This design comes from an exercise in tuning for small area on the open sky130 flow, not from production work.
No functional check of the RTL was part of any run shown here.
Power is estimated from default activity; no workload was simulated.

<file path="config.mk">
export PLATFORM = sky130hd
export DESIGN_NAME = fifo_priority
export DESIGN_NICKNAME = fifo_priority
export VERILOG_FILES = /design/flow/design.v
export SDC_FILE = /design/flow/constraint.sdc
export NUM_CORES = 4
export LEC_CHECK = 0
export CAP_MARGIN = 20
export CORE_MARGIN = 2
export CORE_UTILIZATION = 40
export SLEW_MARGIN = 20
export SYNTH_HIERARCHICAL = 1
export SYNTH_MINIMUM_KEEP_SIZE = 0
</file>
<file path="constraint.sdc">
create_clock -name core_clock -period 5.0 [get_ports {clk}]
set_input_delay 1.0000 -clock core_clock [delete_from_list [all_inputs] [get_ports {clk}]]
set_output_delay 1.0000 -clock core_clock [all_outputs]
set_load 0.01 [all_outputs]
</file>
<file path="design.v">
module fifo_sel3
#(
  parameter int W = 32
)(
  input  logic         ld,
  input  logic         sh,
  input  logic         hd,
  input  logic [W-1:0] a,
  input  logic [W-1:0] b,
  input  logic [W-1:0] c,
  output logic [W-1:0] y
);
assign y = ({W{ld}} & a) | ({W{sh}} & b) | ({W{hd}} & c);
endmodule
module fifo_sel2
#(
  parameter int W = 32
)(
  input  logic         sa,
  input  logic         sb,
  input  logic [W-1:0] a,
  input  logic [W-1:0] b,
  output logic [W-1:0] y
);
assign y = ({W{sa}} & a) | ({W{sb}} & b);
endmodule
module fifo_priority
#(
  parameter int DW    = 33,
  parameter int DEPTH = 5
)
(
  input  logic                clk,
  input  logic                rst,
  input  logic[DW-1:0]      data_in,
  input  logic              vld_i,
  output logic              rdy_o,
  output logic[DW-1:0]   data_out,
  output logic              vld_o,
  input  logic              rdy_i
);
localparam int W   = DW - 1;          
localparam int NS  = 2 * DEPTH - 1;   
localparam int MID = DEPTH - 1;       
logic [DEPTH-1:0] h_occ, l_occ;
logic [W-1:0]     slot [NS];
logic h_ne, l_ne, h_full, l_full;
logic push, push_h, push_n, pop_h, pop_n;
logic wr_h, wr_n;
assign h_ne   = h_occ[0];
assign l_ne   = l_occ[0];
assign h_full = h_occ[DEPTH-1];
assign l_full = l_occ[DEPTH-1];
assign rdy_o = !(h_full | l_full);
assign vld_o = h_ne | l_ne;
assign push   = vld_i & rdy_o;
assign push_h = push & data_in[DW-1];
assign push_n = push & !data_in[DW-1];
assign pop_h  = rdy_i & h_ne;
assign wr_h   = push_h & !rst;
assign wr_n   = push_n & !rst;
assign pop_n  = rdy_i & !h_ne & l_ne;
always_ff @(posedge clk) begin
  if (rst) begin
    h_occ <= '0;
    l_occ <= '0;
  end else begin
    if (push_h & !pop_h) h_occ <= {h_occ[DEPTH-2:0], 1'b1};
    else if (!push_h & pop_h) h_occ <= {1'b0, h_occ[DEPTH-1:1]};
    if (push_n & !pop_n) l_occ <= {l_occ[DEPTH-2:0], 1'b1};
    else if (!push_n & pop_n) l_occ <= {1'b0, l_occ[DEPTH-1:1]};
  end
end
function automatic logic is_cnt(input logic [DEPTH-1:0] occ, input int k);
  logic gt_km1, gt_k;
  gt_km1 = (k == 0) ? 1'b1 : occ[k-1];
  gt_k   = (k >= DEPTH) ? 1'b0 : occ[k];
  is_cnt = gt_km1 & !gt_k;
endfunction
logic [NS-1:0] ld, sh, hd;
always_comb begin
  for (int i = 0; i < MID; i++) begin
    ld[i] = wr_h & (pop_h ? is_cnt(h_occ, i + 1) : is_cnt(h_occ, i));
    sh[i] = !rst & rdy_i;
    hd[i] = !rst & !rdy_i;
    ld[NS-1-i] = wr_n & (pop_n ? is_cnt(l_occ, i + 1) : is_cnt(l_occ, i));
    sh[NS-1-i] = !rst & rdy_i & !h_ne;
    hd[NS-1-i] = !rst & !(rdy_i & !h_ne);
  end
  sh[MID-1] = !rst & rdy_i & !l_full;
  ld[MID] = (wr_h & !pop_h & is_cnt(h_occ, MID)) |
            (wr_n & !pop_n & is_cnt(l_occ, MID));
  sh[MID] = 1'b0;
  hd[MID] = !rst & !(rdy_i & (h_full | (l_full & !h_ne)));
end
logic [W-1:0] slot_nxt [NS];
for (genvar i = 0; i < NS; i++) begin : g_slot
  if (i == MID) begin : g_mid
    fifo_sel2 #(.W(W)) u_sel (
      .sa(ld[i]), .sb(hd[i]),
      .a(data_in[W-1:0]), .b(slot[i]), .y(slot_nxt[i])
    );
  end else begin : g_end
    fifo_sel3 #(.W(W)) u_sel (
      .ld(ld[i]), .sh(sh[i]), .hd(hd[i]),
      .a(data_in[W-1:0]), .b(slot[i < MID ? i + 1 : i - 1]), .c(slot[i]),
      .y(slot_nxt[i])
    );
  end
end
always_ff @(posedge clk) begin
  for (int i = 0; i < NS; i++) slot[i] <= slot_nxt[i];
end
logic [W-1:0] front;
fifo_sel2 #(.W(W)) u_out (
  .sa(h_ne), .sb(!h_ne), .a(slot[0]), .b(slot[NS-1]), .y(front)
);
assign data_out = {h_ne, front};
endmodule
</file>
<file path="flow/run.sh">
#!/bin/bash
# The standard layout, with two changes: the port buffers are the smallest
# buffer cell, and clock tree synthesis uses small clock buffers and adds no
# dummy loads.
set -euo pipefail
cd "$(dirname "$0")/.."
bash standard.sh \
  "BUFFER_PORTS_ARGS=-buffer_cell sky130_fd_sc_hd__buf_1" \
  "CTS_ARGS=-sink_clustering_enable -repair_clock_nets -dont_use_dummy_load -buf_list {sky130_fd_sc_hd__clkbuf_8} -sink_clustering_size 20 -sink_clustering_max_diameter 50" \
  finish > flow.log 2>&1
</file>
<file path="standard.sh">
#!/bin/bash
# synth_recipe.tcl (not shown) runs the flow's synth.tcl, then flattens the netlist and writes it again
# the make line also repeats each setting of config.mk as NAME=value (left out here)
make -C /OpenROAD-flow-scripts/flow DESIGN_CONFIG=/design/flow/config.mk WORK_HOME=/design/flow/orfs CLKGATE_MAP_FILE= SYNTH_SCRIPT=/design/flow/synth_recipe.tcl "${@:-finish}"
</file>
==> flow_summary.ini, run 1 <==
[yosys]
postSynthAreaPerCell_sq_um = 10.8
syn_inst = 1040
synth_edf_count = 0
ys_seq_area_share_pct = 53.0
synth_top_area_share_pct = 53.0
synth.area.top_cells = dfxtp_1 53%, a222oi_1 23%, inv_1 8.6%, a22o_1 4.7%, buf_6 3.6%
async_reset_ff_share_pct = 0
synth_common_cells = 298 x dfxtp_1, 257 x inv_1, 256 x a222oi_1
synth_cell_types = 32
yosys_register_bits = 298
yosysMostFrequentCell = dfxtp_1
synth_ff_type = dfxtp_1
synth.cell_area_sq_mm = 0.0113
synth_warnings = 10
yosysTopAreaCell = dfxtp_1

[drt]
via_count = 8711
wl_per_cell_um = 20.4
first_pass_iters = 12
drc = 0
via_per_inst = 5.99
drtAntennaViolNets = 0
drt_iter0_drc = 1517
drt_wl_total_um = 29600

[sta]
tightestPinTransition_ns = 1.09
finalClockSkew_ns = 0.0515
period_minus_slack_ns = 3.11
fin_setup_tns_ns = 0
drv_slew = 0
slew_headroom_pct = 27.5
finalCritPeriodShare_pct = 62.2
max_freq_mhz = 321
finalHoldViolCount = 0
rsz0062_at_grt = false
setup_viol = 0

[grt]
antenna_found_initial = 1
grt_overflow_total = 0
grt_pass1_vias = 8117
track_usage_pct = 19.5
grt_max_degree = 129
grt_pass1_wl_um = 46100

[critical_path]
crit_required_ns = 4.00
critPathLaunchType = register
cp-end-kind = primary output
worstPathArrival_ns = 2.11
critPathKind = reg2out
cp_max_fo = 15

[floorplan]
die_h_um = 172
die_width_um = 172
fp.coreArea_sq_mm = 0.0278
fp.dieArea_sq_mm = 0.0295
ios = 72
fp-row-count = 61
initial_utilization_pct = 40.5

[clock_network]
hold_buffers = 0
post_cts_resized = 0
clockBufferDepth = 3
post_cts_buffers = 0
cts_root_buf = clkbuf_8
cts.clk_slew.worst_paths_ns = 0.07
h-tree-depth = 1
cts_buffers = 30
clock_sinks = 298
clk_latency_ns = 0.60
cts_tree = yes

[placed_design]
gp_congestion = 0.716
hpwl_um = 16000
io_buffers = 71
dp_cells = 1422

[final_layout]
layout.nets = 1116
drive_gt1_share_pct = 7.72
synthToLayoutAreaGrowth_pct = 7.29
instances_no_fill = 1454

[flow_run]
maxCapViolCount = 0

[worst_hold_path]
hp-class = reg2reg

[power]
power_density_mw_per_mm2 = 332
worst_ir_drop_vdd_mv = 0.226
static-leakage-power_nw = 6.19

[outcome]
status = finished clean
## area by class of cell
type | count | area, sq um
repair buffers | 94 | 497
clock buffers | 30 | 413
well taps | 378 | 473
fillers | 2749 | 15700
inverters | 257 | 965
flip-flops and latches | 298 | 5970
multi-input cells | 396 | 3760
diodes | 1 | 2.50
## registers in the layout, indices dropped and copies added (netlist names)
| signal | cells |
|---|---|
| slot | 288 |
| l_occ | 5 |
| h_occ | 5 |
## logic make-up after synthesis
group	share of synthesized area, %
AOI/OAI and AO/OA	28.4
buffers and inverters	14.5
adders and majority gates	0.222
DFF	53.0
and+or+nand+nor	2.56
muxes	1.27
## stage by stage
step	cell area (sq um)	hold slack [ns]	utilization [%]	setup WS [ns]	power, mW
6_report	12100	0.465	43.5	1.89	4.01
3_5_place_dp	11600	0.451	41.9	1.51	2.78
4_1_cts	12100	0.467	43.4	1.79	4.06
5_1_grt	12100	0.489	43.5	1.64	4.19
2_1_floorplan	11300	0.433	-	2.56	2.67
3_3_place_gp	11600	0.444	41.8	1.53	2.78
## critical path, stage by stage (launching register included)
cell	delay [ns]
dfxtp_2	0.31
inv_1	0.38
buf_16	0.23
buf_4	0.22
a22o_1	0.23
buf_1	0.17
## report_power, final
part / leakage [nW] / internal, mW / switching, mW
clock: 0.216 / 0.530 / 0.751
sequential: 2.41 / 2.41 / 0.0210
combinational: 3.57 / 0.0819 / 0.224
## worst paths after layout
kind / from / to / slack (ns) / cells past startpoint
setup / recovery: h_occ[0] / data_out[15] / 1.89 / 5
hold / removal: slot[6][19] / slot[6][19] / 0.46 / 2
setup reg to reg: h_occ[0] / slot[6][30] / 1.89 / 6
hold reg to reg: slot[6][19] / slot[6][19] / 0.46 / 2
## cell usage in the layout (no fill, tap or decap), types with 4 or more instances in the layout
cell type	instances
dfxtp_1	297
inv_1	257
a222oi_1	256
buf_1	71
a22o_1	60
clkbuf_8	30
buf_4	19
nor2_1	8
nand2_1	7
mux2_2	6
mux2i_1	6
nand2b_1	5
nor2b_1	5
a21oi_4	4
a22o_2	4
## routing by layer
metal  global-route usage [%]  share of wire, %  up-vias
li1                         -                 -     4077
met1                     26.3                44     4242
met2                     32.7                47      344
met3                     2.51               6.6       48
met4                     5.63               2.2        0
met5                        0                 0        -
==> inputs of run 2 (changes only) <==
==> design.v (replaced) <==
module fifo_sel3
#(
  parameter int W = 32
)(
  input  logic         ld,
  input  logic         sh,
  input  logic         hd,
  input  logic [W-1:0] a,
  input  logic [W-1:0] b,
  input  logic [W-1:0] c,
  output logic [W-1:0] y
);
assign y = ({W{ld}} & a) | ({W{sh}} & b) | ({W{hd}} & c);
endmodule
module fifo_priority
#(
  parameter int DW    = 33,
  parameter int DEPTH = 5
)
(
  input  logic                clk,
  input  logic                rst,
  input  logic[DW-1:0]      data_in,
  input  logic              vld_i,
  output logic              rdy_o,
  output logic[DW-1:0]   data_out,
  output logic              vld_o,
  input  logic              rdy_i
);
localparam int W  = DW - 1;           
localparam int NS = 2 * DEPTH - 1;    
localparam int MID = DEPTH - 1;       
localparam int CW = $clog2(DEPTH + 1);
logic [CW-1:0] h_cnt, l_cnt;
logic [W-1:0]  slot [NS];
logic h_ne, l_ne, h_full, l_full;
logic push, push_h, push_n, pop_h, pop_n;
assign h_ne   = (h_cnt != '0);
assign l_ne   = (l_cnt != '0);
assign h_full = (h_cnt == CW'(DEPTH));
assign l_full = (l_cnt == CW'(DEPTH));
assign rdy_o = !(h_full | l_full);
assign vld_o = h_ne | l_ne;
assign push   = vld_i & rdy_o;
assign push_h = push & data_in[DW-1];
assign push_n = push & !data_in[DW-1];
assign pop_h  = rdy_i & h_ne;
assign pop_n  = rdy_i & !h_ne & l_ne;
always_ff @(posedge clk) begin
  if (rst) begin
    h_cnt <= '0;
    l_cnt <= '0;
  end else begin
    if (push_h & !pop_h) h_cnt <= h_cnt + 1'b1;
    else if (!push_h & pop_h) h_cnt <= h_cnt - 1'b1;
    if (push_n & !pop_n) l_cnt <= l_cnt + 1'b1;
    else if (!push_n & pop_n) l_cnt <= l_cnt - 1'b1;
  end
end
logic [NS-1:0] ld, sh, hd;
always_comb begin
  for (int i = 0; i < MID; i++) begin
    ld[i] = push_h & (pop_h ? (h_cnt == CW'(i + 1)) : (h_cnt == CW'(i)));
    sh[i] = !ld[i] & rdy_i;
    ld[NS-1-i] = push_n & (pop_n ? (l_cnt == CW'(i + 1)) : (l_cnt == CW'(i)));
    sh[NS-1-i] = !ld[NS-1-i] & rdy_i & !h_ne;
  end
  ld[MID] = (push_h & !pop_h & (h_cnt == CW'(MID))) |
            (push_n & !pop_n & (l_cnt == CW'(MID)));
  sh[MID] = 1'b0;
  hd = ~(ld | sh);
end
logic [W-1:0] slot_nxt [NS];
for (genvar i = 0; i < NS; i++) begin : g_slot
  if (i == MID) begin : g_mid
    fifo_sel3 #(.W(W)) u_sel (
      .ld(ld[i]), .sh(1'b0), .hd(hd[i]),
      .a(data_in[W-1:0]), .b(slot[i]), .c(slot[i]), .y(slot_nxt[i])
    );
  end else begin : g_end
    fifo_sel3 #(.W(W)) u_sel (
      .ld(ld[i]), .sh(sh[i]), .hd(hd[i]),
      .a(data_in[W-1:0]), .b(slot[i < MID ? i + 1 : i - 1]), .c(slot[i]),
      .y(slot_nxt[i])
    );
  end
end
always_ff @(posedge clk) begin
  for (int i = 0; i < NS; i++) slot[i] <= slot_nxt[i];
end
assign data_out = {h_ne, h_ne ? slot[0] : slot[NS-1]};
endmodule
==> run.sh (new file) <==
#!/bin/bash
# synth_recipe.tcl (not shown) runs the flow's synth.tcl, then flattens the netlist and writes it again
# the make line also repeats each setting of config.mk as NAME=value (left out here)
make -C /OpenROAD-flow-scripts/flow DESIGN_CONFIG=/design/flow/config.mk WORK_HOME=/design/flow/orfs CLKGATE_MAP_FILE= SYNTH_SCRIPT=/design/flow/synth_recipe.tcl finish
removed: flow/run.sh
removed: standard.sh
==> flow_summary.ini, run 2 <==
[outcome]
status = finished clean

[grt]
grt_pass1_vias = 9374
grt_pass1_wl_um = 53600
grt_max_degree = 38
antenna_found_initial = 0
track_usage_pct = 21.8
grt_overflow_total = 0

[drt]
top_layer = met4
via_per_inst = 5.90
drtAntennaViolNets = 0
via_count = 9568
drt_wl_total_um = 34200
first_pass_iters = 10
routed-wl-met3_um = 2810
drt_iter0_drc = 2162
drc = 0
wl_per_cell_um = 21.1
wl_met1_um = 14900
wl_met2_um = 16000

[clock_network]
cts_root_buf = clkbuf_16
post_cts_resized = 0
hold_buffers = 0
clk_latency_ns = 0.55
h-tree-depth = 1
cts_buffers = 30
post_cts_buffers = 0
clockBufferDepth = 3
cts_tree = yes
clock_sinks = 294
cts.clk_slew.worst_paths_ns = 0.06

[sta]
max_freq_mhz = 244
tightestPinTransition_ns = 1.15
finalHoldViolCount = 0
fin_ws_ns = 0.905
period_minus_slack_ns = 4.09
holdWs_ns = 0.459
finalClockSkew_ns = 0.00812
setup_viol = 0
slew_headroom_pct = 23.0
drv_slew = 0
finalCritPeriodShare_pct = 81.9
rsz0062_at_grt = false
fin_setup_tns_ns = 0

[final_layout]
final_common_cell = inv_1
diodes = 0
final_cell_mix = 299 x inv_1, 294 x dfxtp_1, 288 x a222oi_1, 100 x nand2_1, 71 x clkdlybuf4s50_1
top_regs = slot: 288 flops, h_cnt: 3 flops, l_cnt: 3 flops
drive_gt1_share_pct = 8.56
largest_register_ffs = 288
layout.nets = 1269
largest-register = slot
synthToLayoutAreaGrowth_pct = 16.7

[power]
power_frac_comb_pct = 35.5
power_density_mw_per_mm2 = 711
seqPwrFrac_pct = 41.0
worst_ir_drop_vdd_mv = 0.295
p_int_mw = 6.22
pwr-share-clk_pct = 23.5
p_sw_mw = 3.45
switching_share_pct = 35.7
static-leakage-power_nw = 6.46

[yosys]
synth_top_area_share_pct = 50.5
synth_ff_type = dfxtp_1
async_reset_ff_share_pct = 0
yosys_register_bits = 294
syn_inst = 1172
synth_warnings = 10
synth.cell_area_sq_mm = 0.0117
yosysMostFrequentCell = inv_1
yosysTopAreaCell = dfxtp_1
synth.area.top_cells = dfxtp_1 50%, a222oi_1 25%, inv_1 9.6%, nand2_1 3.2%, buf_6 2.6%
ys_seq_area_share_pct = 50.5
postSynthAreaPerCell_sq_um = 9.95
synth_common_cells = 299 x inv_1, 294 x dfxtp_1, 288 x a222oi_1
synth_cell_types = 36
synth_edf_count = 0

[critical_path]
critPathLaunchType = register
worstPathArrival_ns = 3.09
cp_max_fo = 37
cp_slowest_cell = nor2b_4
critPathMostFrequentCell = nand2_1
cp_slowest_stage_delay_ns = 0.58
crit_chain = inv_1, ha_1, nor2b_4, inv_4, nand2_1, nand2_1, clkdlybuf4s50_1
cp-end-kind = primary output
critPathKind = reg2out
crit_required_ns = 4.00

[floorplan]
initial_utilization_pct = 40.6
fp-row-count = 62
die_width_um = 175
ios = 72
die_h_um = 175
fp.coreArea_sq_mm = 0.0287
fp.dieArea_sq_mm = 0.0305

[placed_design]
io_buffers = 71
hpwl_um = 20200
place_ws_ns = 1.20
gp_congestion = 0.780

[worst_hold_path]
hp-class = reg2reg

[flow_run]
maxCapViolCount = 0
## run 2: cell types whose count changed after synthesis, sizes merged, moves of 7 or more
cell,change
a21oi,+10
a222oi,+32
a22o,-64
buf,+7
ha,+13
inv,+43
nand2,+93
## run 2: stage by stage
step | utilization, % | power, mW | instance area (sq um) | instances
5_1_grt | 47.4 | 10.3 | 13600 | 1623
6_report | 47.4 | 9.67 | 13600 | 1623
4_1_cts | 47.4 | 9.70 | 13600 | 1623
3_3_place_gp | 43.7 | 7.32 | 12500 | 1567
3_5_place_dp | 43.9 | 7.40 | 12600 | 1569
2_1_floorplan | - | 6.13 | 11700 | 1176
## run 2: routing by layer
metal | up-vias | GRT usage (%)
met1 | 4647 | 30.0
li1 | 4490 | -
met4 | 0 | 4.79
met2 | 393 | 36.7
met3 | 38 | 2.83
met5 | - | 0
## run 2: power by group through the flow
stage / Combinational [mW] / Sequential (mW) / Clock (mW)
floorplan: 2.36 / 3.78 / 0
global placement: 3.34 / 3.98 / 0
detailed placement: 3.42 / 3.98 / 0
CTS: 3.44 / 3.94 / 2.31
global route: 3.81 / 4.06 / 2.41
finish: 3.44 / 3.96 / 2.27
## run 2: path summary, 6_finish.rpt
| path | from | end | slack, ns | cells after the start |
|---|---|---|---|---|
| hold reg to reg | slot[0][23] | slot[0][23] | 0.46 | 2 |
| setup / recovery | h_cnt[0] | data_out[12] | 0.91 | 7 |
| hold / removal | slot[0][23] | slot[0][23] | 0.46 | 2 |
| setup reg to reg | h_cnt[0] | slot[4][13] | 1.63 | 12 |
## run 2: layout make-up
class                           count  area [sq um]
Tap cell                          384           480
Clock inverter                      5          75.1
Sequential cell                   294          5890
Clock buffer                       49           933
Fill cell                        2725         15100
Multi-Input combinational cell    488          4120
Inverter                          300          1130
Timing Repair Buffer              103           991
## run 2: cell families after synthesis
kind of cell,after synthesis,synth area share [%]
other,1,0.0321
buffers and inverters,394,15.3
and+or+nand+nor,136,5.06
adders and majority gates,15,1.61
DFF,294,50.5
muxes,8,0.708
AOI/OAI and AO/OA,321,26.6
xor gates and xnor gates,3,0.225
## run 2: worst max-delay path, delay by kind of cell, from the launching register on
kind	cells	cell delay, ns
buffers and inverters	3	0.95
flip-flops	1	0.34
AND/OR/NAND/NOR	3	0.89
adder cells (fa/ha/maj)	1	0.32
==> inputs of run 3 (changes only) <==
==> design.v (replaced) <==
module fifo
#(
  parameter int N = 4,  
  parameter int M = 16  
)(
  input  logic         clk,
  input  logic         rst,
  input  logic [M-1:0] din,
  input  logic         write,
  output logic         full,
  output logic [M-1:0] dout,
  output logic         empty,
  input  logic         read
);
localparam W = $clog2(N);
logic[N-1:0][M-1:0] mem;
logic[W-1:0]        head, tail;
logic[W:0]          items;
logic[W-1:0]        head_nxt, tail_nxt;
assign head_nxt = (head == W'(N-1)) ? 'd0 : head + 'd1;
assign tail_nxt = (tail == W'(N-1)) ? 'd0 : tail + 'd1;
logic[1:0] cmd;
assign cmd = {write, read}; 
always_ff @(posedge clk) begin
  if (rst) begin
    head  <= 'd0;
    tail  <= 'd0;
    items <= 'd0;
    mem   <= 'd0;
  end else begin
    case (cmd)
      2'b00: begin 
      end
      2'b01: begin
        if (!empty) begin  
          head  <= head_nxt;
          items <= items - 'd1;
        end
      end
      2'b10: begin
        if (!full) begin  
          mem[tail] <= din;
          tail      <= tail_nxt;
          items     <= items + 'd1;
        end
      end
      2'b11: begin  
        if (!full) begin
          mem[tail] <= din;
          tail      <= tail_nxt;
        end
        if (!empty) begin
          head <= head_nxt;
        end
      end
      default: begin
        head  <= 'd0;
        tail  <= 'd0;
        items <= 'd0;
      end
    endcase
  end
end
assign dout = mem[head]; 
assign full = (items == N); 
assign empty = (items == 0);
endmodule
module fifo_priority
#(
  parameter int DW    = 33,
  parameter int DEPTH = 5
)
(
  input  logic                clk,
  input  logic                rst,
  input  logic[DW-1:0]      data_in,
  input  logic              vld_i,
  output logic              rdy_o,
  output logic[DW-1:0]   data_out,
  output logic              vld_o,
  input  logic              rdy_i
);
logic[DW-1:0] hp_data, hp_data_out;
logic[DW-1:0] np_data, np_data_out;
logic hp_full, hp_empty;
logic np_full, np_empty;
logic hp_push, hp_pop;
logic np_push, np_pop;
assign hp_data = data_in;
assign np_data = data_in;
assign hp_push = vld_i & !hp_full & !np_full & data_in[DW-1];
assign np_push = vld_i & !hp_full & !np_full & !data_in[DW-1];
assign hp_pop = rdy_i & !hp_empty;
assign np_pop = rdy_i & !np_empty & hp_empty;
assign data_out = hp_empty ? np_data_out : hp_data_out;
fifo #(
  .N (DEPTH),
  .M (DW)
)
fifo_hp (
  .*,
  .din   (hp_data),
  .write (hp_push),
  .full  (hp_full),
  .dout  (hp_data_out),
  .empty (hp_empty),
  .read  (hp_pop)
);
fifo #(
  .N (DEPTH),
  .M (DW)
)
fifo_np (
  .*,
  .din   (np_data),
  .write (np_push),
  .full  (np_full),
  .dout  (np_data_out),
  .empty (np_empty),
  .read  (np_pop)
);
assign rdy_o = !(hp_full | np_full);
assign vld_o = (!hp_empty) | (!np_empty);
endmodule
--- a/config.mk
+++ b/config.mk
@@ -9,5 +9,3 @@
 export CORE_MARGIN = 2
 export CORE_UTILIZATION = 40
 export SLEW_MARGIN = 20
-export SYNTH_HIERARCHICAL = 1
-export SYNTH_MINIMUM_KEEP_SIZE = 0
==> flow_summary.ini, run 3 <==
[yosys]
yosys_register_bits = 350
yosysTopAreaCell = dfxtp_1
ys_seq_area_share_pct = 48.8
synth_top_area_share_pct = 48.8
synth_edf_count = 0
synth.cell_area_sq_mm = 0.0143
synth_ff_type = dfxtp_1
postSynthAreaPerCell_sq_um = 8.87
synth_warnings = 1
synth_common_cells = 462 x nand2_1, 350 x dfxtp_1, 202 x o21ai_0
yosysMostFrequentCell = nand2_1
synth.area.top_cells = dfxtp_1 49%, nand2_1 12%, mux4_2 10%, o21ai_0 7.0%, a21oi_1 6.3%
synth_cell_types = 46
async_reset_ff_share_pct = 0
syn_inst = 1618

[drt]
drc = 0
via_per_inst = 5.63
first_pass_iters = 6
drt_iter0_drc = 848
wl_per_cell_um = 19.7
drt_wl_total_um = 41800
drtAntennaViolNets = 0
via_count = 12000

[critical_path]
critPathTopFamily = buffers and inverters
cp_slowest_stage_delay_ns = 0.66
critPathKind = reg2out
crit_required_ns = 4.00
cp-end-kind = primary output
cp_max_fo = 24
worstPathArrival_ns = 3.15
critPathLaunchType = register
path_buf_inv = 2
crit_chain = nor3_2, buf_4, a221oi_1, a21oi_1, clkdlybuf4s50_1
cp_slowest_cell = nor3_2

[floorplan]
fp-row-count = 69
die_h_um = 193
fp.coreArea_sq_mm = 0.0355
ios = 72
die_width_um = 193
initial_utilization_pct = 40.4
fp.dieArea_sq_mm = 0.0374

[clock_network]
h-tree-depth = 2
clock_sinks = 350
post_cts_resized = 0
cts_buffers = 38
clk_latency_ns = 0.52
clockBufferDepth = 3
post_cts_buffers = 0
cts.clk_slew.worst_paths_ns = 0.06
cts_root_buf = clkbuf_16
hold_buffers = 0
cts_tree = yes

[sta]
fin_setup_tns_ns = 0
tightestPinTransition_ns = 1.16
period_minus_slack_ns = 4.15
drv_slew = 0
finalHoldViolCount = 0
finalCritPeriodShare_pct = 83.0
slew_headroom_pct = 23.0
setup_viol = 0
rsz0062_at_grt = false
max_freq_mhz = 241
finalClockSkew_ns = 0.0135

[final_layout]
layout.nets = 1699
top_regs = fifo_hp.mem: 165 flops, fifo_np.mem: 165 flops
final_common_cell = nand2_1
register_area_sq_mm = 0.00701
final_cell_mix = 462 x nand2_1, 346 x dfxtp_1, 202 x o21ai_0, 176 x a21oi_1, 70 x clkdlybuf4s50_1
fill_cells = 3354
diodes = 0
synthToLayoutAreaGrowth_pct = 17.6
stdcell_area_sq_mm = 0.0169
multiInputGateArea_sq_mm = 0.00691
drive_gt1_share_pct = 10.9

[power]
power_density_mw_per_mm2 = 484
worst_ir_drop_vdd_mv = 0.379
static-leakage-power_nw = 5.62

[grt]
grt_max_degree = 88
track_usage_pct = 22.1
antenna_found_initial = 1
grt_pass1_vias = 11700
grt_pass1_wl_um = 66200
grt_overflow_total = 0

[placed_design]
hpwl_um = 25100
placed_area_sq_mm = 0.0156
io_buffers = 71
gp_congestion = 0.742

[worst_hold_path]
hp-class = reg2reg

[outcome]
status = finished clean

[flow_run]
maxCapViolCount = 0
-- run 3: worst min-delay path: stages (launching register included) --
cell and delay (ns):
dfxtp_1 0.30, nand2_1 0.05, a21oi_1 0.05
-- run 3: area by class of cell --
| class | count | area share [%] |
|---|---|---|
| sequential | 350 | 41.6 |
| multi-input combinational | 1132 | 40.9 |
| timing repair buffer | 110 | 6.43 |
| clock buffer | 51 | 6.28 |
| tap | 461 | 3.42 |
| clock inverter | 11 | 1.16 |
| inverter | 10 | 0.222 |
-- run 3: kinds of logic (layout without fill, tap and decap cells) --
group / after synthesis / in the layout / synth area share (%)
AND/OR/NAND/NOR: 578 / 578 / 17.0
buffers and inverters: 136 / 182 / 3.74
AO/OA/AOI/OAI: 461 / 461 / 17.8
flip-flops: 350 / 350 / 48.8
adder cells (fa/ha/maj): 20 / 20 / 1.80
XOR/XNOR: 4 / 4 / 0.244
multiplexers: 69 / 69 / 10.6
-- run 3: report_power, final --
group	internal [mW]	switching, mW	total, mW
clock	1.74	1.11	2.85
combinational	1.07	1.20	2.26
sequential	2.88	0.168	3.05
total	5.69	2.48	8.17
-- run 3: worst paths after layout --
| path | from | endpoint | slack [ns] | cells past startpoint |
|---|---|---|---|---|
| worst max-delay path | fifo_hp.head[0] | data_out[1] | 0.85 | 5 |
| worst min-delay path | fifo_np.mem[1] | fifo_np.mem[1] | 0.45 | 2 |
| worst max register to register | fifo_hp.tail[0] | fifo_hp.mem[140] | 1.71 | 8 |
| worst min register to register | fifo_np.mem[1] | fifo_np.mem[1] | 0.45 | 2 |
-- run 3: metrics by stage --
step                      hold slack, ns  std cells  worst slack (ns)  total power [mW]  util [%]
after global placement             0.429       2058              1.22              5.34      43.7
final                              0.449       2125             0.848              8.17      47.6
after CTS                          0.451       2124             0.833              8.23      47.5
after global routing               0.467       2125             0.685              8.53      47.6
after floorplan                    0.420       1618              2.10              4.29         -
after detailed placement           0.437       2062              1.36              5.38      43.9
-- run 3: metal layers --
layer  vias to the layer above  routed length, um  GRT usage [%]
met1                      5844              18500           29.6
met5                         -                 13              0
met4                         2                908           6.42
li1                       5687                  -              -
met2                       358              19900           37.0
met3                        77               2390           3.19

==> separate check: timing with driven ports <==
The results above use ideal ports. As a check the final layouts listed here were re-extracted and re-timed, cells and wires unchanged. Step 1 sets driving cells, clkbuf_16 on the clock port and buf_2 on the other inputs (assumed; they add their load-dependent delay and slew). Step 2 adds t to the input delays and takes it off the output delays; t is the mean of the earliest and latest rising clock arrival at the registers after step 1. Input paths then give back, and output paths get back, about the clock's delay inside the block. Three values: ideal, step 1, step 2; two values: the first two.
run | t, ns | slack for setup (ns) | worst slew at a driven data input, ns
run 1 | 0.617 | 1.888 / 1.844 / 1.470 | 0.10
run 2 | 0.597 | 0.905 / 0.856 / 1.174 | 0.04
run 3 | 0.568 | 0.848 / 0.794 / 1.327 | 0.06
After both steps setup and hold are still met in every run listed. The setup slack of run 1, which loses most, moves by -0.044 ns with the drivers and by -0.418 ns with both steps.
